From an optimization exercise on the open Yosys and OpenROAD flow, aimed at small area; shortcuts taken in it are not production practice. Only simulation tests tie the RTL to the original design; equivalence was not proved. No driver is modelled on the clock port, so clocking that relies on it looks cheaper here than on a real chip. Power and IR drop assume default switching activity.

`config.mk`:
```
export PLATFORM = sky130hd
export DESIGN_NAME = keyboard_instance
export DESIGN_NICKNAME = keyboard_instance
export VERILOG_FILES = /design/flow/design.v
export SDC_FILE = /design/flow/constraint.sdc
export NUM_CORES = 4
export LEC_CHECK = 0
export CAP_MARGIN = 20
export CORE_MARGIN = 2
export CORE_UTILIZATION = 40
export SLEW_MARGIN = 20
```
`constraint.sdc`:
```
create_clock -name core_clock -period 10.0 [get_ports {clk_50M}]
set_input_delay 2.0000 -clock core_clock [delete_from_list [all_inputs] [get_ports {clk_50M}]]
set_output_delay 2.0000 -clock core_clock [all_outputs]
set_load 0.01 [all_outputs]
```
`design.v`:
```
module keyboard_scan(clk,RSTn,par,row,light,s9,s0,v);
    parameter V = 100;
    parameter VW = 7;
    input clk;
    input RSTn;
    input par;
    output [3:0] row;
    output light;
    output s9;
    output s0;
    output reg [VW-1:0] v;
    reg [2:0] m5;
    assign s9 = (m5 == 3'd4) &  par;
    assign s0 = (m5 == 3'd0) & ~par;
    wire   s4 = (m5 == 3'd4) & ~par;
    always@(posedge clk or negedge RSTn) begin
        if(!RSTn) begin
            m5 <= 3'd0;
            v <= 0;
        end
        else begin
            m5 <= (m5 == 3'd4) ? 3'd0 : m5 + 1'b1;
            if (s4)
                v <= (v == V-1) ? 0 : v + 1'b1;
        end
    end
    assign row = ~(4'b0001 << v[1:0]);
    assign light = RSTn;
endmodule
module key_filter(clk,RSTn,col,s9,v,kd);
    parameter V = 100;
    parameter VW = 7;
    input clk;
    input RSTn;
    input [3:0] col;
    input s9;
    input [VW-1:0] v;
    output reg [4:0] kd;
    reg [15:0] P;
    reg [4:0] acc;
    reg first;
    wire samp   = s9;
    wire window = (v >= V-4);
    wire tick   = samp & (v == 0);
    wire [1:0] r = v[1:0];
    wire [3:0] d = ~col & P[3:0];
    wire d_any = |d;
    wire d_one = (d == 4'b0001) | (d == 4'b0010) | (d == 4'b0100) | (d == 4'b1000);
    wire [1:0] d_idx = {d[3] | d[2], d[3] | d[1]};
    wire [4:0] acc_in = (r == 2'd0) ? 5'b00000 : acc;
    wire [4:0] acc_nx = !d_any ? acc_in :
                        (d_one && acc_in == 5'b00000) ? {1'b1, r, d_idx} : 5'b00001;
    wire wr = samp & window;
    wire [15:0] rot = {P[1:0], P[15:2]};
    always@(posedge clk)
        P <= wr ? {~col[1:0], rot[13:2], ~col[3:2]} : rot;
    always@(posedge clk)
        if(wr)
            acc <= acc_nx;
    always@(posedge clk or negedge RSTn) begin
        if(!RSTn) begin
            kd <= 5'b00000;
            first <= 1'b1;
        end
        else if(tick) begin
            kd <= first ? 5'b00000 : acc;
            first <= 1'b0;
        end
    end
endmodule
module onehot2binary(clk,RSTn,valid,kd,p0,binary,tries,buzzer,switch);
    parameter KP = 50;               
    input clk;
    input RSTn;
    input valid;
    input [4:0] kd;
    input p0;
    output reg[11:0] binary;
    output reg [1:0] tries;
    output reg buzzer;
    output reg switch;
    parameter BUZ_KEY_HALF    = 50;
    parameter BUZ_KEY_LEN     = 10000;
    parameter BUZ_OK_HALF     = 25;
    parameter BUZ_OK_LEN      = 30000;
    parameter BUZ_SLOW_HALF   = 100;
    parameter BUZ_FAIL_GAP0   = 5000;
    parameter BUZ_FAIL_GAP1   = 10000;
    parameter BUZ_FAIL_LEN    = 15000;
    parameter BUZ_CNT_LEN     = 5000;
    localparam [11:0] PASS = 12'b101111001100;
    reg [1:0] times;
    reg [11:0] secrect;
    reg [3:0] cur_binary;
    reg chg;
    reg [14:0] cl;
    reg [16:0] ch;
    reg [6:0] buzzer_counter2;
    reg buzzer_active;
    reg buzzer_success;
    reg buzzer_fail;
    reg start_conut;
    reg buzzer_count;
    reg [3:0] wrong_times;
    reg is_set;
    reg [5:0] k;
    wire k_ent = (kd == 5'b10000);
    wire k_set = (kd == 5'b10100);
    wire k_clr = (kd == 5'b11000);
    wire k_14  = (kd == 5'b11110);
    reg  [3:0] kval;
    reg  kcur;
    always @(*) begin
        kcur = 1'b1;
        case (kd)
            5'b10011: kval = 4'b0000;
            5'b10101: kval = 4'b0011;
            5'b10110: kval = 4'b0010;
            5'b10111: kval = 4'b0001;
            5'b11001: kval = 4'b0110;
            5'b11010: kval = 4'b0101;
            5'b11011: kval = 4'b0100;
            5'b11100: kval = 4'b1110;
            5'b11101: kval = 4'b1001;
            5'b11111: kval = 4'b0111;
            5'b00000: kval = 4'b1111;
            default: begin kval = 4'b1111; kcur = 1'b0; end
        endcase
    end
    wire pass  = (binary == PASS);
    wire act   = !start_conut && (!pass || k_clr);    
    wire ent3  = act && k_ent && (times == 2'b11);
    wire match = (binary == secrect);
    wire ok    = ent3 && !is_set && match;
    wire store = ent3 && is_set;
    wire wrong = ent3 && !is_set && !match;
    wire lock  = wrong && (tries == 2'd2);
    wire tick  = start_conut && p0 && (k == KP-1);
    wire cdone = (binary[7:0] == 8'b0);
    wire bz    = (binary == 12'b0);
    wire digit = (cur_binary != 4'b1111) && (cur_binary != 4'b1110);
    wire bksp  = (cur_binary == 4'b1110);
    reg [11:0] lockval;
    always @(*)
        case (wrong_times + 1'b1)
            4'b0001: lockval = 12'b000000000101;
            4'b0010: lockval = 12'b000000010000;
            4'b0011: lockval = 12'b000000100000;
            default: lockval = 12'b000001100000;
        endcase
    reg [11:0] binary_n, secrect_n;
    reg [1:0] times_n, tries_n;
    reg [3:0] cur_binary_n, wrong_times_n;
    reg switch_n, start_conut_n, is_set_n;
    always @(*) begin
        binary_n = binary;
        times_n = times;
        tries_n = tries;
        secrect_n = secrect;
        switch_n = switch;
        cur_binary_n = cur_binary;
        start_conut_n = start_conut;
        wrong_times_n = wrong_times;
        is_set_n = is_set;
        if (chg) begin
            if (digit && !bz) begin
                case (times)
                    2'b00: binary_n[3:0] = cur_binary;
                    2'b01: binary_n[7:0] = {binary[3:0], cur_binary};
                    2'b10: binary_n = {binary[7:0], cur_binary};
                    default: ;
                endcase
                if (times != 2'b11)
                    times_n = times + 1'b1;
            end
            else if (bksp && !bz) begin
                case (times)
                    2'b01: binary_n = 12'hfff;
                    2'b10: binary_n[7:0] = {4'hf, binary[7:4]};
                    2'b11: binary_n = {4'hf, binary[11:4]};
                    default: ;
                endcase
                if (times != 2'b00)
                    times_n = times - 1'b1;
            end
        end
        else if (tick) begin
            if (cdone) begin
                start_conut_n = 1'b0;
                binary_n = 12'hfff;
            end
            else if (binary[3:0] == 4'b0000)
                binary_n[7:0] = {binary[7:4] - 1'b1, 4'b1001};
            else
                binary_n[3:0] = binary[3:0] - 1'b1;
        end
        else if (act) begin
            if (ok) begin
                switch_n = 1'b1;
                binary_n = PASS;
                times_n = 2'b00;
            end
            if (store) begin
                secrect_n = binary;
                is_set_n = 1'b0;
                binary_n = 12'hfff;
                tries_n = 2'b00;
                times_n = 2'b00;
            end
            if (wrong) begin
                binary_n = lock ? lockval : 12'hfff;
                times_n = 2'b00;
                tries_n = lock ? 2'b00 : tries + 1'b1;
                if (lock) begin
                    wrong_times_n = wrong_times + 1'b1;
                    start_conut_n = 1'b1;
                end
            end
            if (k_set) begin
                binary_n = {3{4'hd}};
                is_set_n = 1'b1;
                times_n = 2'b00;
                tries_n = 2'b00;
            end
            if (k_clr) begin
                binary_n = 12'hfff;
                times_n = 2'b00;
                tries_n = 2'b00;
                switch_n = 1'b0;
            end
            if (k_14) begin
                binary_n = 12'h000;
                tries_n = 2'b00;
            end
            if (kcur)
                cur_binary_n = kval;
        end
    end
	always @(posedge clk or negedge RSTn) begin
      if (!RSTn) begin
        binary <= 12'b111111111111;
        tries <= 2'h0;
        chg <= 1'b0;
        start_conut <= 1'b0;
        wrong_times <= 4'b0000;
        switch <= 1'b0;
      end else begin
        binary <= binary_n;
        tries <= tries_n;
        chg <= valid && act && kcur && (kval != cur_binary);
        start_conut <= start_conut_n;
        wrong_times <= wrong_times_n;
        switch <= switch_n;
      end
    end
    always @(posedge clk) begin
        cur_binary <= cur_binary_n;
        if (!valid) begin
            times <= 2'b00;
            secrect <= 12'b001001000110;
            is_set <= 1'b0;
        end else begin
            times <= times_n;
            secrect <= secrect_n;
            is_set <= is_set_n;
        end
    end
    always @(posedge clk)
        if (!valid || tick)
            k <= 6'd0;
        else if (start_conut && p0)
            k <= k + 1'b1;
    reg bz_n, act_n, suc_n, fail_n, cnt_n;
    reg c_inc, c_clr;
    wire chz = (ch == 17'd0);
    wire [31:0] buzzer_counter = chz ? {17'd0, cl} : 32'hffffffff;   
    reg [6:0] c2_n;
    always @(*) begin
        bz_n = buzzer;
        act_n = buzzer_active;
        suc_n = buzzer_success;
        fail_n = buzzer_fail;
        cnt_n = buzzer_count;
        c_inc = 1'b0;
        c_clr = 1'b0;
        c2_n = buzzer_counter2;
        if (tick && !cdone) begin
            cnt_n = 1;
            c_clr = 1'b1;
            c2_n = 0;
            bz_n = 1;
        end
        if (buzzer_active) begin
            c2_n = buzzer_counter2 + 1'b1;
            c_inc = 1'b1;
            c_clr = 1'b0;
            if (buzzer_counter2 >= BUZ_KEY_HALF) begin
                bz_n = ~buzzer;
                c2_n = 0;
            end
            if (buzzer_counter >= BUZ_KEY_LEN) begin
                act_n = 0;
                bz_n = 0;
            end
        end
        else if (buzzer_success) begin
            c2_n = buzzer_counter2 + 1'b1;
            c_inc = 1'b1;
            c_clr = 1'b0;
            if (buzzer_counter2 >= BUZ_OK_HALF) begin
                bz_n = ~buzzer;
                c2_n = 0;
            end
            if (buzzer_counter >= BUZ_OK_LEN) begin
                suc_n = 0;
                bz_n = 0;
            end
        end
        else if (buzzer_fail) begin
            c2_n = buzzer_counter2 + 1'b1;
            c_inc = 1'b1;
            c_clr = 1'b0;
            if (buzzer_counter2 >= BUZ_SLOW_HALF) begin
                bz_n = ~buzzer;
                c2_n = 0;
            end
            if (BUZ_FAIL_GAP0 < buzzer_counter && buzzer_counter < BUZ_FAIL_GAP1)
                bz_n = 0;
            if (buzzer_counter >= BUZ_FAIL_LEN) begin
                fail_n = 0;
                bz_n = 0;
            end
        end
        else if (buzzer_count) begin
            c2_n = buzzer_counter2 + 1'b1;
            c_inc = 1'b1;
            c_clr = 1'b0;
            if (buzzer_counter2 >= BUZ_SLOW_HALF) begin
                bz_n = ~buzzer;
                c2_n = 0;
            end
            if (buzzer_counter >= BUZ_CNT_LEN) begin
                cnt_n = 0;
                bz_n = 0;
            end
        end
        else
            bz_n = 0;
        if (ok || wrong) begin
            c_clr = 1'b1;
            c2_n = 0;
            bz_n = 1;
        end
        if (ok || store)
            suc_n = 1;
        if (wrong || (act && k_14))
            fail_n = 1;
        if (chg) begin
            act_n = 1;
            c_clr = 1'b1;
            c2_n = 0;
            bz_n = 1;
        end
    end
    wire ch_fb = ch[16] ^ ch[13] ^ (ch[15:0] == 16'd0);
    always @(posedge clk) begin
        if (!valid) begin
            cl <= 15'd0;
            ch <= 17'd0;
            buzzer_counter2 <= 7'd0;
        end else begin
            if (c_clr) begin
                cl <= 15'd0;
                ch <= 17'd0;
            end else if (c_inc) begin
                cl <= cl + 1'b1;
                if (&cl)
                    ch <= {ch[15:0], ch_fb};
            end
            buzzer_counter2 <= c2_n;
        end
    end
	always @(posedge clk or negedge RSTn) begin
      if (!RSTn) begin
        buzzer <= 1'b0;
        buzzer_active <= 1'b0;
        buzzer_success <= 1'b0;
        buzzer_fail <= 1'b0;
        buzzer_count <= 1'b0;
      end else begin
        buzzer <= bz_n;
        buzzer_active <= act_n;
        buzzer_success <= suc_n;
        buzzer_fail <= fail_n;
        buzzer_count <= cnt_n;
      end
    end
endmodule
module Digitron_TimeDisplay_module
(
	CLK,RSTn,par,data,tries, Digitron_Out, DigitronCS_Out
);
	 input CLK;
	 input RSTn;
	 output par;
	 input [11:0]data;
	 input [1:0]tries;
	 output reg [7:0]Digitron_Out;
	 output reg [3:0]DigitronCS_Out;
	 reg [7:0]Count;
	 reg [3:0]SingleNum;
	 assign par = Count[0];         
	always @ ( posedge CLK or negedge RSTn )
		if (!RSTn)
			Count <= 8'd0;
		else
			Count <= Count+1'b1;
	 always@(*)
	 begin
			case (Count[7:6])
			2'b00:   DigitronCS_Out = 4'b1110 ;
			2'b01:   DigitronCS_Out = 4'b1101 ;
			2'b10:   DigitronCS_Out = 4'b1011 ;
			default: DigitronCS_Out = 4'b0111 ;
			endcase
	 end
	 always@(*)
	 begin
			case(Count[7:6])
			2'b00: SingleNum = data[3:0];
			2'b01: SingleNum = data[7:4];
			2'b10: SingleNum = data[11:8];
			default: if(data==12'b101111001100)
                        SingleNum = 4'ha;
                     else
                        SingleNum = {2'b00, tries};
			endcase
			case(SingleNum)
            	4'h0 : Digitron_Out = 8'h3f;
            	4'h1 : Digitron_Out = 8'h06;
            	4'h2 : Digitron_Out = 8'h5b;
            	4'h3 : Digitron_Out = 8'h4f;
            	4'h4 : Digitron_Out = 8'h66;
            	4'h5 : Digitron_Out = 8'h6d;
            	4'h6 : Digitron_Out = 8'h7d;
            	4'h7 : Digitron_Out = 8'h07;
            	4'h8 : Digitron_Out = 8'h7f;
            	4'h9 : Digitron_Out = 8'h6f;
                4'ha : Digitron_Out = 8'h73;
                4'hb : Digitron_Out = 8'h77;
                4'hc : Digitron_Out = 8'h6d;
				4'hd : Digitron_Out = 8'h40;
            	default : Digitron_Out = 8'h00;
			endcase
	 end
endmodule
module Led_effect (
      clk_50M,
      RSTn,
      valid,
      even,
      switch,
      leds
);
    parameter DIV = 2500;
    parameter [11:0] LF_END = 12'hbf2;
    input clk_50M;
    input RSTn;
    input valid;
    input even;
    input switch;
    output reg [6:0] leds;
    reg [11:0] lf;
    reg [3:0] p;
    reg on;
    wire wrap = (lf == LF_END);
    wire slow_rise = wrap & even;
    wire fb = lf[11] ^ lf[5] ^ lf[3] ^ lf[0];
    always @(posedge clk_50M)
        if (!valid)
            lf <= 12'hffe;                
        else if (wrap)
            lf <= 12'hfff;
        else
            lf <= {lf[10:0], fb};
    always @(posedge clk_50M or negedge RSTn) begin
        if (!RSTn) begin
            p <= 4'd0;
            on <= 1'b0;
        end else if (slow_rise) begin
            on <= switch;
            if (switch)
                p <= p + 1'b1;
        end
    end
    always @(*) begin
        case (p)
            4'd1:  leds = 7'b0000001;
            4'd2:  leds = 7'b0000010;
            4'd3:  leds = 7'b0000100;
            4'd4:  leds = 7'b0001000;
            4'd5:  leds = 7'b0010000;
            4'd6:  leds = 7'b0100000;
            4'd7:  leds = 7'b1000000;
            4'd9:  leds = 7'b1000000;
            4'd10: leds = 7'b0100000;
            4'd11: leds = 7'b0010000;
            4'd12: leds = 7'b0001000;
            4'd13: leds = 7'b0000100;
            4'd14: leds = 7'b0000010;
            4'd15: leds = 7'b0000001;
            default: leds = 7'b0000000;
        endcase
        if (!on)
            leds = 7'b0000000;
    end
endmodule
module keyboard_instance(clk_50M,buzzer,RSTn,col,row,Digitron_Out,DigitronCS_Out,light,leds);
    parameter FP = 1000;             
    parameter KP = 50;               
    parameter DIV = 2500;            
    localparam V = FP / 10;
    parameter VW = 7;                
    input clk_50M;
    input RSTn ; 
    input [3:0] col;
    output [3:0] row;
    output [7:0] Digitron_Out;
    output [3:0] DigitronCS_Out;
    output light;
    output buzzer;
    output [6:0] leds;
    reg valid;
    always @(posedge clk_50M or negedge RSTn)
        if (!RSTn)
            valid <= 1'b0;
        else
            valid <= 1'b1;
    wire s9, s0, par;
    wire [VW-1:0] v;
    keyboard_scan #(.V(V), .VW(VW)) U1(
        .clk(clk_50M),
        .RSTn(RSTn),
        .par(par),
        .s9(s9),
        .s0(s0),
        .row(row),
        .light(light),
        .v(v)
    );
    wire [4:0] kd;
    key_filter #(.V(V), .VW(VW)) U2(
        .clk(clk_50M),
        .RSTn(RSTn),
        .col(col),
        .s9(s9),
        .v(v),
        .kd(kd)
    );
    wire [11:0] data_disp;
    wire [1:0] tries;
    wire switch;
    wire p0 = s0 & (v == 0);
    onehot2binary #(.KP(KP)) U3(
        .clk(clk_50M),
        .RSTn(RSTn),
        .valid(valid),
        .kd(kd),
        .p0(p0),
        .binary(data_disp),
        .tries(tries),
        .buzzer(buzzer),
        .switch(switch)
    );
    Digitron_TimeDisplay_module U5
    (
    	.CLK(clk_50M),
    	.RSTn(RSTn),
    	.par(par),
    	.data(data_disp),
    	.Digitron_Out(Digitron_Out),
    	.DigitronCS_Out(DigitronCS_Out),
        .tries(tries)
    );
    Led_effect #(.DIV(DIV)) U6
    (
        .clk_50M(clk_50M),
        .RSTn(RSTn),
        .valid(valid),
        .even(~par),
        .switch(switch),
        .leds(leds)
    );
endmodule
```
`flow/run.sh`:
```
#!/bin/bash
# Own layout flow: the standard flow (standard.sh) with
#  - synthesis as standard, but ABC mapping with an area script (flow/area.abc)
#  - port buffers of the smallest buffer cell
#  - clock tree of clkbuf_8 without dummy loads, then each clock buffer
#    downsized where the clock-pin slews stay well inside the limit
# Tool output: ORFS's logs under orfs/logs, make's output in flow_*.log and
# the clock-buffer step's output in shrink_clk.log, here.
set -euo pipefail
HERE=$(pwd)
export MY_ABC_SCRIPT=$HERE/flow/area.abc
ARGS=(SYNTH_SCRIPT=$HERE/flow/synth_area.tcl
  "BUFFER_PORTS_ARGS=-buffer_cell sky130_fd_sc_hd__buf_1"
  "CTS_ARGS=-sink_clustering_enable -repair_clock_nets -dont_use_dummy_load -buf_list {sky130_fd_sc_hd__clkbuf_8}")
bash standard.sh "${ARGS[@]}" cts > flow_cts.log 2>&1
RES=$HERE/orfs/results/sky130hd/keyboard_instance/base
PLATFORM_DIR=$FLOW_HOME/platforms/sky130hd RESULTS_DIR=$RES \
  openroad -no_init -exit $HERE/flow/shrink_clk.tcl > shrink_clk.log 2>&1
bash standard.sh "${ARGS[@]}" finish > flow_finish.log 2>&1
```
`flow/area.abc`:
```
strash
ifraig
dc2
&get -n
&deepsyn -T 20
&put
dch -f
amap -F 4 -A 8
strash
dch -f
amap -F 4 -A 8
topo
```
`flow/shrink_clk.tcl`:
```
set P $::env(PLATFORM_DIR)
set R $::env(RESULTS_DIR)
read_liberty $P/lib/sky130_fd_sc_hd__tt_025C_1v80.lib
read_db $R/4_cts.odb
read_sdc $R/4_cts.sdc
source $P/setRC.tcl
set_propagated_clock [all_clocks]
estimate_parasitics -placement

set target 0.115
proc worst_ck_slew {} {
  set w 0
  foreach pin [get_pins -hierarchical */CLK] {
    set s [get_property $pin slew_max]
    if {$s > $w} { set w $s }
  }
  return $w
}
proc cell_area {m} { return [get_property [get_lib_cells */$m] area] }

puts "shrink_clk: worst clock-pin slew before [worst_ck_slew]"
set cands {sky130_fd_sc_hd__clkbuf_1 sky130_fd_sc_hd__clkbuf_2 sky130_fd_sc_hd__clkbuf_4 sky130_fd_sc_hd__clkbuf_8}
set leaves {}
set roots {}
foreach inst [get_cells clkbuf_*] {
  if {[string match "clkbuf_0_*" [get_full_name $inst]]} { lappend roots $inst } else { lappend leaves $inst }
}
# leaves first, then the root
foreach inst [concat $leaves $roots] {
  set orig [get_property $inst ref_name]
  set oa [cell_area $orig]
  foreach cand $cands {
    if {[cell_area $cand] >= $oa} { continue }
    replace_cell $inst $cand
    estimate_parasitics -placement
    if {[worst_ck_slew] <= $target} {
      puts "shrink_clk: [get_full_name $inst] $orig -> $cand"
      break
    }
    replace_cell $inst $orig
    estimate_parasitics -placement
  }
}
puts "shrink_clk: worst clock-pin slew after [worst_ck_slew]"
set_placement_padding -global -left 0 -right 0
detailed_placement
check_placement
write_db $R/4_cts.odb
```
`flow/synth_area.tcl`:
```
# The standard synthesis (synth_recipe.tcl), with ABC run on an
# area-oriented script (flow/area.abc) instead of ORFS's speed script.
# Registers, their names and cell types are as the standard synthesis makes them.
proc synth {args} { yosys synth -nofsm -noshare {*}$args }
proc abc {args} {
  set new [list]
  for {set i 0} {$i < [llength $args]} {incr i} {
    set a [lindex $args $i]
    if {$a eq "-script"} { incr i; lappend new -script $::env(MY_ABC_SCRIPT); continue }
    if {$a eq "-D"} { incr i; continue }
    lappend new $a
  }
  yosys abc {*}$new
}
source $::env(SCRIPTS_DIR)/synth.tcl
# left out here: clear keep_hierarchy, flatten, clean up, hide names made inside functions, write 1_2_yosys.v
```
`standard.sh`:
```
#!/bin/bash
# synth_recipe.tcl (not shown) runs the flow's synth.tcl, then flattens the netlist and writes it again
# the make line also repeats each setting of config.mk as NAME=value (left out here)
make -C /OpenROAD-flow-scripts/flow DESIGN_CONFIG=/design/flow/config.mk WORK_HOME=/design/flow/orfs CLKGATE_MAP_FILE= SYNTH_SCRIPT=/design/flow/synth_recipe.tcl "${@:-finish}"
```
==> summary.md, run 1 <==
| Metric | Value |
|---|---|
| Worst-path clk slew | `~100 ps` |
| Crit path DAT | `about 3600 ps` |
| Min-delay worst type | `reg2reg` |
| DRT antenna net count | `0` |
| CTS tree | `done` |
| CP max stage cell | `dfstp_2` |
| RSZ-0062 raised after global routing | `false` |
| Synth warnings | `6` |
| DR DRC count | `0` |
| Run status | `finished clean` |
| Worst setup EP type | `output port` |
| Input/output buffers | `29` |
| Slew Limit Fails | `0` |
| Maximum Capacitance Violations | `0` |
| Post_cts resized | `0` |
| Area Growth Syn to Fin | `7.89%` |
| Clock skew | `~31 ps` |
| Vias | `between 6k and 7k` |
| Post-synth net total | `between 900 and 1k` |
| CTS buffer count | `17` |
| Cell taking the most area after synthesis | `dfxtp_1` |
| DR iter-0 viols | `between 500 and 600` |
| Leakage | `0.00296 µW` |
| Core Region | `approximately 18000 µm²` |
| Die area | `a little under 20000 µm²` |
| Initial antenna violation count | `1` |
| Maximum vdd ir drop | `approximately 93 µV` |
| Worst-Skew Late Latency | `about 560 ps` |
| Post-Route WL | `~17000 µm` |
| Row cnt | `~50` |
| GR Layer Usage met2 | `0.269` |
| Post-layout util | `0.442` |
| Sink Count | `153` |
| EDFF count, synth | `9` |
| Synth area leaders | `dfxtp_1 24%, dfrtp_1 15%, clkinv_1 8.2%, ha_1 6.1%, o22ai_1 5.7%` |
| Starting Density | `0.410` |
| Highest Clock Rate | `~180 MHz` |
| Post-synth ARST share | `0.366` |
| Mean Syn Cell Area | `~8.4 µm²` |
| Final worst slack | `around 4400 ps` |
| Vias in the first global route | `between 5k and 6k` |
| CTS Buffer Depth | `2` |
| Crit path required time | `about 8000 ps` |
| Cell Count, Final, Fillers Out | `about 1.2k` |
| Synth Cell Area | `7410 µm²` |
| # Post-CTS Setup Buffers | `0` |
| Max incr delay on CP | `around 620 ps` |
| Family with the most delay on the worst path | `compound AO/OA/AOI/OAI gates` |
| First-pass GRT wire length | `28300 µm` |
| Most common cell in the netlist | `clkinv_1` |
| Grt ovf | `0` |
| Routing usage on met1 | `0.246` |
| Total chip power | `962 µW` |
| Vias/cell | `around 5.4` |
| Htree depth | `4` |
| Period utilisation layout | `0.564` |
| Worst-Margin Slew | `816 ps` |
| CP cell instances | `clkinv_1 > nor4_1 > nor2_1 > a222oi_1 > o21ai_0 > clkinv_1 > ha_1 > o21ai_0 > o221ai_1 > buf_1` |
| Post-synth top cells | `162 x clkinv_1, 109 x nor2_1, 88 x dfxtp_1` |
| Type of the worst setup path | `reg2out` |
| CTS Hold Bufs | `0` |
| Fill count | `around 1.8k` |
| P per Cell Area | `120 nW/µm²` |
| Syn Inst Count | `886` |
| Sequential-to-total area share from yosys stat | `0.466` |
| Die width | `about 140 µm` |
| Die height | `140 µm` |
| Synth top area share | `0.238` |
| Crit path buf inv count | `3` |
| #FFs+latches synth | `153` |
| Largest net degree at the start of global routing | `57` |
| Root buf cell | `clkbuf_8` |
| Wire per inst | `14.2 µm` |
| Max_slew headroom | `0.450` |
| Dpl cells | `~1.1k` |
| # IOs | `31` |
| Primary FF master, synth | `dfxtp_1` |
| Grt met3 use | `0.0390` |
| Grt peak-use layer | `met2` |
| CP Launch Type | `flop` |
| Synth cell types | `44` |
| Routability cong. | `between 0.9 and 1` |
| HPWL after DPL | `12300 µm` |
| Nets@finish | `979` |
| Total Routing Usage GR | `0.177` |
| Endpoints failing setup | `0` |
| Final hold vios | `0` |
| Critical path fanouts, max | `7` |
| Worst slack, placed | `5000 ps` |
| Setup TNS | `0 ps` |
| Minimum clock period | `approximately 5600 ps` |
| DR pass1 iterations | `17` |
| Share of cells above drive strength 1 | `0.0396` |
-- cells by family after synthesis --
group,Yosys count,share of synthesized area
AND/OR/NAND/NOR,279,0.171
AO/OA/AOI/OAI,252,0.217
buffers and inverters,164,0.0841
flip-flops,153,0.466
adder cells (fa/ha/maj),36,0.0608
other,2,0.00101
-- registers in the layout (all words and copies together) (netlist names), 2 cells and up --
name,cells
U3.ch,17
U2.P,16
U3.cl,15
U3.binary,12
U3.secrect,12
U6.lf,12
U5.Count,8
U1.v,7
U3.buzzer_counter2,7
U3.k,6
U2.acc,5
U2.kd,5
U3.cur_binary,4
U3.wrong_times,4
U6.p,4
U1.m5,3
U3.times,2
U3.tries,2
-- worst paths after layout --
kind,from,endpoint,slack [ps],depth (start not counted)
max reg2reg,U1.v[0],U3.binary[5],5880,15
max in group asynchronous,RSTn,U1.v[3],7810,2
min reg2reg,U2.P[6],U2.P[4],340,0
max,U3.binary[7],Digitron_Out[3],4360,10
min,U2.P[6],U2.P[4],340,0
min in group asynchronous,RSTn,U5.Count[5],1680,2
-- per-layer routing --
layer | wire (µm) | share of wire | up-vias
met5 | 0 | 0 | -
met4 | 404 | 0.024 | 0
met3 | 792 | 0.048 | 32
met2 | 7260 | 0.44 | 170
met1 | 8110 | 0.49 | 2899
li1 | - | - | 3236
-- final cells by class --
cell class | count | area [µm²] | share of cell area
clock buffers | 17 | 159 | 0.0199
well taps | 229 | 287 | 0.0358
inverters | 162 | 608 | 0.0761
multi-input cells | 569 | 3340 | 0.418
diodes | 1 | 2.50 | 0.000313
flip-flops and latches | 153 | 3450 | 0.432
repair buffers | 34 | 148 | 0.0185
-- cell usage in the layout, fill, tap and decap left out, drive strengths merged, types with 3 or more instances in the layout --
master	instances
o21ai	61
nand3	20
buf	33
nor3	35
a21oi	42
nor2	109
edfxtp	9
a222oi	4
a221oi	11
o211ai	5
ha	36
o21a	11
o22ai	67
nor4	9
nand2	58
nor2b	5
a31oi	10
dfxtp	88
o22a	3
dfstp	13
a22oi	3
clkbuf	18
or2	13
a211oi	7
or3	9
o32ai	8
or4	4
clkinv	162
o221ai	5
nand4	11
dfrtp	43
a32o	3
-- through the flow --
step                      hold WS [ps]  cell area (µm²)
after floorplan                    310             7410
after global placement             311             7830
after detailed placement           314             7830
after CTS                          329             8060
after global routing               342             7990
final                              336             7990
-- power by group --
| group | internal (µW) | switching, µW | leakage (µW) |
|---|---|---|---|
| Clock | 98.5 | 188 | 0.0000912 |
| Sequential | 624 | 6.37 | 0.00149 |
| Combinational | 14.1 | 30.6 | 0.00137 |
-- worst register-to-register path: stages (launching register included) --
cell and delay (ps):
dfrtp_1 440, clkinv_1 100, ha_1 150, clkinv_1 130, or4_1 520, nor3_1 430
clkinv_1 220, nor4_1 250, buf_4 220, nand2_1 140, or2_0 310, o211ai_1 230
clkinv_1 210, o21ai_0 270, clkinv_1 140, a32oi_1 270
==> run 2, diff against run 1 <==
--- a/design.v
+++ b/design.v
@@ -29,3 +29,3 @@
 endmodule
-module key_filter(clk,RSTn,col,s9,v,kd);
+module key_filter(clk,RSTn,valid,col,s9,v,kd);
     parameter V = 100;
@@ -34,2 +34,3 @@
     input RSTn;
+    input valid;
     input [3:0] col;
@@ -60,11 +61,12 @@
     always@(posedge clk or negedge RSTn) begin
-        if(!RSTn) begin
+        if(!RSTn)
             kd <= 5'b00000;
-            first <= 1'b1;
-        end
-        else if(tick) begin
+        else if(tick)
             kd <= first ? 5'b00000 : acc;
-            first <= 1'b0;
-        end
     end
+    always@(posedge clk)
+        if(!valid)
+            first <= 1'b1;
+        else if(tick)
+            first <= 1'b0;
 endmodule
@@ -244,3 +246,2 @@
         start_conut <= 1'b0;
-        wrong_times <= 4'b0000;
         switch <= 1'b0;
@@ -251,3 +252,2 @@
         start_conut <= start_conut_n;
-        wrong_times <= wrong_times_n;
         switch <= switch_n;
@@ -261,2 +261,3 @@
             is_set <= 1'b0;
+            wrong_times <= 4'b0000;
         end else begin
@@ -265,2 +266,3 @@
             is_set <= is_set_n;
+            wrong_times <= wrong_times_n;
         end
@@ -554,2 +556,3 @@
         .RSTn(RSTn),
+        .valid(valid),
         .col(col),
==> run 2 against run 1 <==
Against the previous run:
- sequential share of layout area decreased by 0.23 points
- combinational power up 11%
- fmax increased by 4.0%
- critical endpoint is now Digitron_Out[2]
==> summary.md, run 2 <==
| Metric | Value |
|---|---|
| Core Region | `between 15000 and 20000 µm²` |
| Run status | `finished clean` |
| DRT antenna net count | `0` |
| Minimum clock period | `about 5400 ps` |
| Vias in the first global route | `5850` |
| DR DRC count | `0` |
| Largest regs | `U3.ch x17, U2.P x16, U3.cl x15` |
| Endpoints failing setup | `0` |
| Int Pwr | `around 750 µW` |
| Root buf cell | `clkbuf_8` |
| CP Launch Type | `flop` |
| Nets@finish | `approximately 1000` |
| CTS Hold Bufs | `0` |
| Crit path DAT | `3420 ps` |
| # IOs | `31` |
| Post_cts resized | `0` |
| CTS buffer count | `17` |
| Comb pwr share | `0.051` |
| CTS tree | `done` |
| Row cnt | `49` |
| Die area | `roughly 20000 µm²` |
| Simple-gate portion of the synthesized area | `0.180` |
| CP Launch Point | `U3.binary[0]` |
| Min-delay worst type | `reg2reg` |
| Highest Clock Rate | `roughly 180 MHz` |
| Final hold vios | `0` |
| Cell taking the most area after synthesis | `dfxtp_1` |
| Worst-Margin Slew | `about 880 ps` |
| Sequential-to-total area share from yosys stat | `0.463` |
| Synth warnings | `6` |
| Crit path required time | `~8000 ps` |
| Mean Syn Cell Area | `8.28 µm²` |
| Max_slew headroom | `0.414` |
| CTS Buffer Depth | `2` |
| Worst-path clk slew | `~110 ps` |
| Slew Limit Fails | `0` |
| Worst setup EP type | `output port` |
| DR iter-0 viols | `between 400 and 500` |
| Worst slack, placed | `~5000 ps` |
| Hold WS | `~300 ps` |
| Initial antenna violation count | `0` |
| Cell area after layout | `about 8000 µm²` |
| DR pass1 iterations | `6` |
| Period utilisation layout | `0.542` |
| Primary FF master, synth | `dfxtp_1` |
| Wire per inst | `between 10 and 15 µm` |
| Die height | `between 100 and 150 µm` |
| Post-Place Cell Area | `slightly below 8000 µm²` |
| Post-synth net total | `about 940` |
| Die width | `between 100 and 150 µm` |
| Starting Density | `0.410` |
| Fill count | `1782` |
| Worst hold start | `U2.P[5]` |
| Clock skew | `between 30 and 40 ps` |
| Setup TNS | `0 ps` |
| # diodes | `0` |
| Largest register FFs | `17` |
| P per Cell Area | `between 100 and 150 nW/µm²` |
| RSZ-0062 raised after global routing | `false` |
| Post-synth ARST share | `0.333` |
| Clock share of power | `0.299` |
| Sw Ratio | `0.234` |
| Vias | `approximately 6.3k` |
| Most common cell after layout, fill and taps aside | `clkinv_1` |
| Post-Route WL | `16100 µm` |
| Synth Area in Adders | `0.0609` |
| Synth Area in XOR/XNOR | `0` |
| Largest Register | `U3.ch` |
| Leakage | `just under 0.003 µW` |
| # Post-CTS Setup Buffers | `0` |
| Final worst slack | `between 4000 and 5000 ps` |
| Routability cong. | `0.897` |
| Largest family of logic cells by synthesized area | `compound AO/OA/AOI/OAI gates` |
| Maximum vdd ir drop | `around 65 µV` |
| Sink Count | `153` |
| Sequential power share | `0.650` |
| Htree depth | `4` |
| Critical path fanouts, max | `6` |
| Total Routing Usage GR | `0.170` |
| Grt ovf | `0` |
| Synth cell types | `47` |
| HPWL after DPL | `12100 µm` |
| Syn Inst Count | `just under 900` |
| Synth area leaders | `dfxtp_1 25%, dfrtp_1 13%, clkinv_1 8.5%, ha_1 6.1%, nor2_1 6.1%` |
| Worst-Skew Late Latency | `440 ps` |
| Post-synth top cells | `168 x clkinv_1, 120 x nor2_1, 93 x dfxtp_1` |
| Post-synthesis mux area share | `0` |
| Synth top area share | `0.252` |
| Maximum Capacitance Violations | `0` |
| Most frequent cells in the layout | `168 x clkinv_1, 120 x nor2_1, 93 x dfxtp_1` |
| Vias/cell | `between 5 and 6` |
| Largest net degree at the start of global routing | `53` |
| #FFs+latches synth | `153` |
| Switching power | `~230 µW` |
| Post-layout util | `0.442` |
| Area Growth Syn to Fin | `7.80%` |
| Synth Cell Area | `approximately 7400 µm²` |
| Synth Area in Compound Gates | `0.208` |
| Share of cells above drive strength 1 | `0.0361` |
| Most common cell in the netlist | `clkinv_1` |
| First-pass GRT wire length | `approximately 28000 µm` |
| Type of the worst setup path | `reg2out` |
| Reg-to-reg startpoint | `U3.binary[6]` |
| EDFF count, synth | `9` |
| Input/output buffers | `29` |
run 2: kinds of logic after synthesis:
group / Yosys count
simple gates: 293
compound gates: 239
buf+inv: 170
flops: 153
fa+ha+maj: 36
other cells: 2
run 2: worst max-delay path, stage by stage (launching register included):
cell and delay (ps):
dfstp_2 570, clkinv_1 180, ha_1 270, clkinv_1 60
nor2_1 60, nand4_1 190, nand3_1 120, o21ai_0 520
clkinv_1 220, ha_1 220, nor2b_1 130, a222oi_1 270
buf_1 190
run 2: power by group through the flow:
| stage | clock (µW) | combinational (µW) | sequential [µW] |
|---|---|---|---|
| final | 291 | 49.8 | 634 |
| after global routing | 329 | 56.8 | 635 |
| after CTS | 357 | 50.0 | 634 |
| after detailed placement | 0 | 50.0 | 647 |
| after global placement | 0 | 50.0 | 647 |
| after floorplan | 0 | 34.1 | 644 |
run 2: final cells by class:
type | instances | area (µm²) | area share
Sequential cell | 153 | 3420 | 0.429
Multi-Input combinational cell | 570 | 3330 | 0.417
Inverter | 168 | 631 | 0.0791
Tap cell | 229 | 287 | 0.0359
Clock buffer | 17 | 165 | 0.0207
Timing Repair Buffer | 33 | 140 | 0.0176
run 2: path summary, 6_finish.rpt:
check	endpoint	slack (ps)	cells past startpoint
setup / recovery	Digitron_Out[2]	4580	12
hold / removal	U2.P[3]	310	0
setup reg to reg	U3.ch[6]	5580	13
hold reg to reg	U2.P[3]	310	0
max in group asynchronous	U1.v[3]	7850	2
min in group asynchronous	U5.Count[2]	1680	2
run 2: metrics by stage:
stage                     cells  power, µW
after floorplan             893        678
after global placement     1153        697
after detailed placement   1153        697
after CTS                  1170       1040
after global routing       1170       1020
final                      1170        975
run 2: per-layer routing:
layer  track usage  vias to the layer above  wire length, µm
met1         0.239                     2863             8100
met2         0.260                      178             6870
li1              -                     3261                -
met3        0.0393                       27              864
met5             0                        -                0
met4        0.0584                        0              293
==> run 3, diff against run 2 <==
==> flow/area.abc (replaced) <==
strash
ifraig
dc2
&get -n
&deepsyn -T 60
&put
dch -f
amap -F 4 -A 8
strash
dch -f
amap -F 4 -A 8
topo
==> run 3 against run 2 <==
Against the previous run:
- still clean on timing, DRC and antenna
- setup slack worse by 130 ps
- clock power is 1% lower
- die area is 0.95% lower
- register-to-register slack hardly changed
- utilization is 0.25 points lower
- via count is 2.0% lower
- combinational power is 18% lower
- sequential cell count stayed put
- sequential share of layout area is 0.39 points higher
==> summary.md, run 3 <==
| Metric | Value |
|---|---|
| Run status | `finished clean` |
| Worst-path clk slew | `around 110 ps` |
| Synth area leaders | `dfxtp_1 25%, dfrtp_1 13%, clkinv_1 8.4%, ha_1 6.1%, o22ai_1 5.6%` |
| Vias/cell | `5.41` |
| Htree depth | `4` |
| Vias | `about 6.2k` |
| Largest register FFs | `17` |
| Min-delay worst type | `reg2reg` |
| Most common cell in the netlist | `clkinv_1` |
| Maximum Capacitance Violations | `0` |
| DR DRC count | `0` |
| Setup TNS | `0 ps` |
| Int Pwr | `between 700 and 800 µW` |
| Slew Limit Fails | `0` |
| Post-Place Cell Area | `~7700 µm²` |
| First-pass GRT wire length | `around 28000 µm` |
| Crit path DAT | `3550 ps` |
| Post-Route WL | `between 15000 and 20000 µm` |
| Final worst slack | `about 4400 ps` |
| Max_slew headroom | `0.504` |
| Clock share of power | `0.300` |
| Worst-Margin Slew | `736 ps` |
| Synth Cell Area | `7320 µm²` |
| Most common cell after layout, fill and taps aside | `clkinv_1` |
| Sw Ratio | `0.233` |
| Endpoints failing setup | `0` |
| Die width | `roughly 140 µm` |
| Grt ovf | `0` |
| Most frequent cells in the layout | `164 x clkinv_1, 108 x nor2_1, 93 x dfxtp_1` |
| Initial antenna violation count | `1` |
| Clock skew | `approximately 33 ps` |
| Die area | `19400 µm²` |
| Hold WS | `305 ps` |
| Highest Clock Rate | `about 180 MHz` |
| Largest Register | `U3.ch` |
| Fill count | `approximately 1.8k` |
| CP Launch Type | `flop` |
| Critical path fanouts, max | `7` |
| Sink Count | `153` |
| Synth top area share | `0.254` |
| #FFs+latches synth | `153` |
| DRT antenna net count | `0` |
| Period utilisation layout | `0.555` |
| DR pass1 iterations | `7` |
| RSZ-0062 raised after global routing | `false` |
| DR iter-0 viols | `about 520` |
| Cell area after layout | `~7900 µm²` |
| Switching power | `223 µW` |
| Wire per inst | `14.5 µm` |
| Input/output buffers | `29` |
| Crit path required time | `roughly 8000 ps` |
| # IOs | `31` |
| Post-synth top cells | `164 x clkinv_1, 108 x nor2_1, 93 x dfxtp_1` |
| Vias in the first global route | `between 5k and 6k` |
| P per Cell Area | `121 nW/µm²` |
| EDFF count, synth | `9` |
| Total Routing Usage GR | `0.178` |
| Area Growth Syn to Fin | `7.87%` |
| Share of cells above drive strength 1 | `0.0382` |
| Leakage | `between 0.002 and 0.003 µW` |
| Mean Syn Cell Area | `approximately 8.4 µm²` |
| CTS Buffer Depth | `2` |
| Largest net degree at the start of global routing | `53` |
| Final hold vios | `0` |
| Row cnt | `49` |
| Syn Inst Count | `between 800 and 900` |
| Comb pwr share | `0.043` |
| Minimum clock period | `around 5600 ps` |
| Core Region | `between 15000 and 20000 µm²` |
| CTS buffer count | `17` |
| Cell taking the most area after synthesis | `dfxtp_1` |
| Post-synth net total | `910` |
| Root buf cell | `clkbuf_8` |
| HPWL after DPL | `roughly 13000 µm` |
| Die height | `roughly 140 µm` |
| Routability cong. | `about 0.9` |
| Synth warnings | `6` |
| Worst-Skew Late Latency | `approximately 560 ps` |
| Worst setup EP type | `output port` |
| Maximum vdd ir drop | `approximately 85 µV` |
| Starting Density | `0.408` |
| # Post-CTS Setup Buffers | `0` |
| Primary FF master, synth | `dfxtp_1` |
| Worst slack, placed | `around 5000 ps` |
| Post_cts resized | `0` |
| CTS tree | `done` |
| Sequential-to-total area share from yosys stat | `0.467` |
| Sequential power share | `0.658` |
| Nets@finish | `between 900 and 1k` |
| Largest regs | `U3.ch x17, U2.P x16, U3.cl x15` |
| Synth cell types | `50` |
| Type of the worst setup path | `reg2out` |
| CTS Hold Bufs | `0` |
| Post-synth ARST share | `0.333` |
-- run 3: changes by cell type after synthesis, sizes merged, moves of 4 or more --
| cell | previous run | this run |
|---|---|---|
| clkinv | 168 | 164 |
| nor2 | 120 | 108 |
| a221oi | 5 | 10 |
| nor3 | 38 | 30 |
| a31oi | 14 | 10 |
| nand4 | 12 | 8 |
| a211oi | 10 | 4 |
| a21oi | 32 | 42 |
| nand2 | 54 | 48 |
-- run 3: path summary, 6_finish.rpt --
check	endpoint	cells past startpoint	slack, ps	startpoint
worst max-delay path	Digitron_Out[4]	11	4450	U3.binary[0]
worst min-delay path	U2.P[2]	0	310	U2.P[4]
worst max register to register	U3.ch[8]	13	5570	U1.v[1]
worst min register to register	U2.P[2]	0	310	U2.P[4]
max in group asynchronous	U3.buzzer_success	2	7940	RSTn
min in group asynchronous	U2.kd[1]	2	1560	RSTn
-- run 3: power groups by stage --
| stage | Clock [µW] | Combinational (µW) | Sequential, µW |
|---|---|---|---|
| after detailed placement | 0 | 40.6 | 643 |
| after floorplan | 0 | 26.8 | 642 |
| after CTS | 359 | 40.9 | 630 |
| final | 287 | 41.0 | 630 |
| after global routing | 326 | 46.8 | 632 |
| after global placement | 0 | 40.9 | 643 |
-- run 3: metal layers --
layer | routed length, µm | vias to the layer above | GRT usage | share of wire
met5 | 0 | - | 0 | 0
met4 | 387 | 0 | 0.0771 | 0.023
met3 | 784 | 35 | 0.0379 | 0.047
met2 | 7330 | 155 | 0.276 | 0.44
met1 | 8160 | 2815 | 0.240 | 0.49
li1 | - | 3197 | - | -
-- run 3: stage by stage --
step | cells | util | power (µW)
3_3_place_gp | 1128 | 0.431 | 684
6_report | 1146 | 0.440 | 958
3_5_place_dp | 1128 | 0.431 | 684
2_1_floorplan | 868 | - | 668
5_1_grt | 1146 | 0.440 | 1000
4_1_cts | 1145 | 0.444 | 1030
-- run 3: logic make-up (layout without fill, tap and decap cells) --
| logic type | Yosys count | count (layout) | synth area share |
|---|---|---|---|
| AO/OA/AOI/OAI | 248 | 248 | 0.221 |
| adder cells (fa/ha/maj) | 36 | 36 | 0.0615 |
| buffers and inverters | 166 | 214 | 0.0861 |
| flip-flops | 153 | 153 | 0.467 |
| other | 2 | 3 | 0.00103 |
| AND/OR/NAND/NOR | 263 | 263 | 0.163 |
-- run 3: critical path, cell delays in order (launching register included) --
cell and delay (ps):
dfstp_2 380, clkinv_1 130, ha_1 240, nand4_1 120
nor4_1 450, nor2_1 140, a222oi_1 250, o21ai_0 290
ha_1 280, or2_0 240, a221oi_1 290, buf_1 180
-- run 3: area by class of cell --
| class | instances | area [µm²] | area share |
|---|---|---|---|
| sequential | 153 | 3420 | 0.433 |
| tap | 229 | 287 | 0.0363 |
| antenna | 1 | 2.50 | 0.000317 |
| timing repair buffer | 33 | 140 | 0.0177 |
| multi-input combinational | 549 | 3270 | 0.414 |
| inverter | 164 | 616 | 0.0779 |
| clock buffer | 17 | 159 | 0.0201 |

-- re-timing with driven ports --
No port has a modelled driver above. Below, the same layouts with a new extraction and two added sets of constraints.
Step 1 (the two cells are an assumption about what drives the block):
set clk [get_ports {clk_50M}]
set_driving_cell -lib_cell sky130_fd_sc_hd__clkbuf_16 $clk
set_driving_cell -lib_cell sky130_fd_sc_hd__buf_2 [delete_from_list [all_inputs] $clk]
Step 2, shift: input delay + t, output delay - t, t = (earliest + latest rising clock arrival at the registers) / 2. This alone moves slack from input paths to output paths.
a / b / c = no drivers / after step 1 / after step 2; a / b = the first two.
run	t, ns	slack for setup (ns)	worst setup path at the end	worst data-port slew with drivers (ns)
run 1	0.580	4.365 / 4.328 / 4.908	register to output	0.03
run 2	0.459	4.580 / 4.540 / 4.999	register to output	0.03
run 3	0.577	4.447 / 4.414 / 4.990	register to output	0.03
After both steps setup and hold are still met in every run listed.
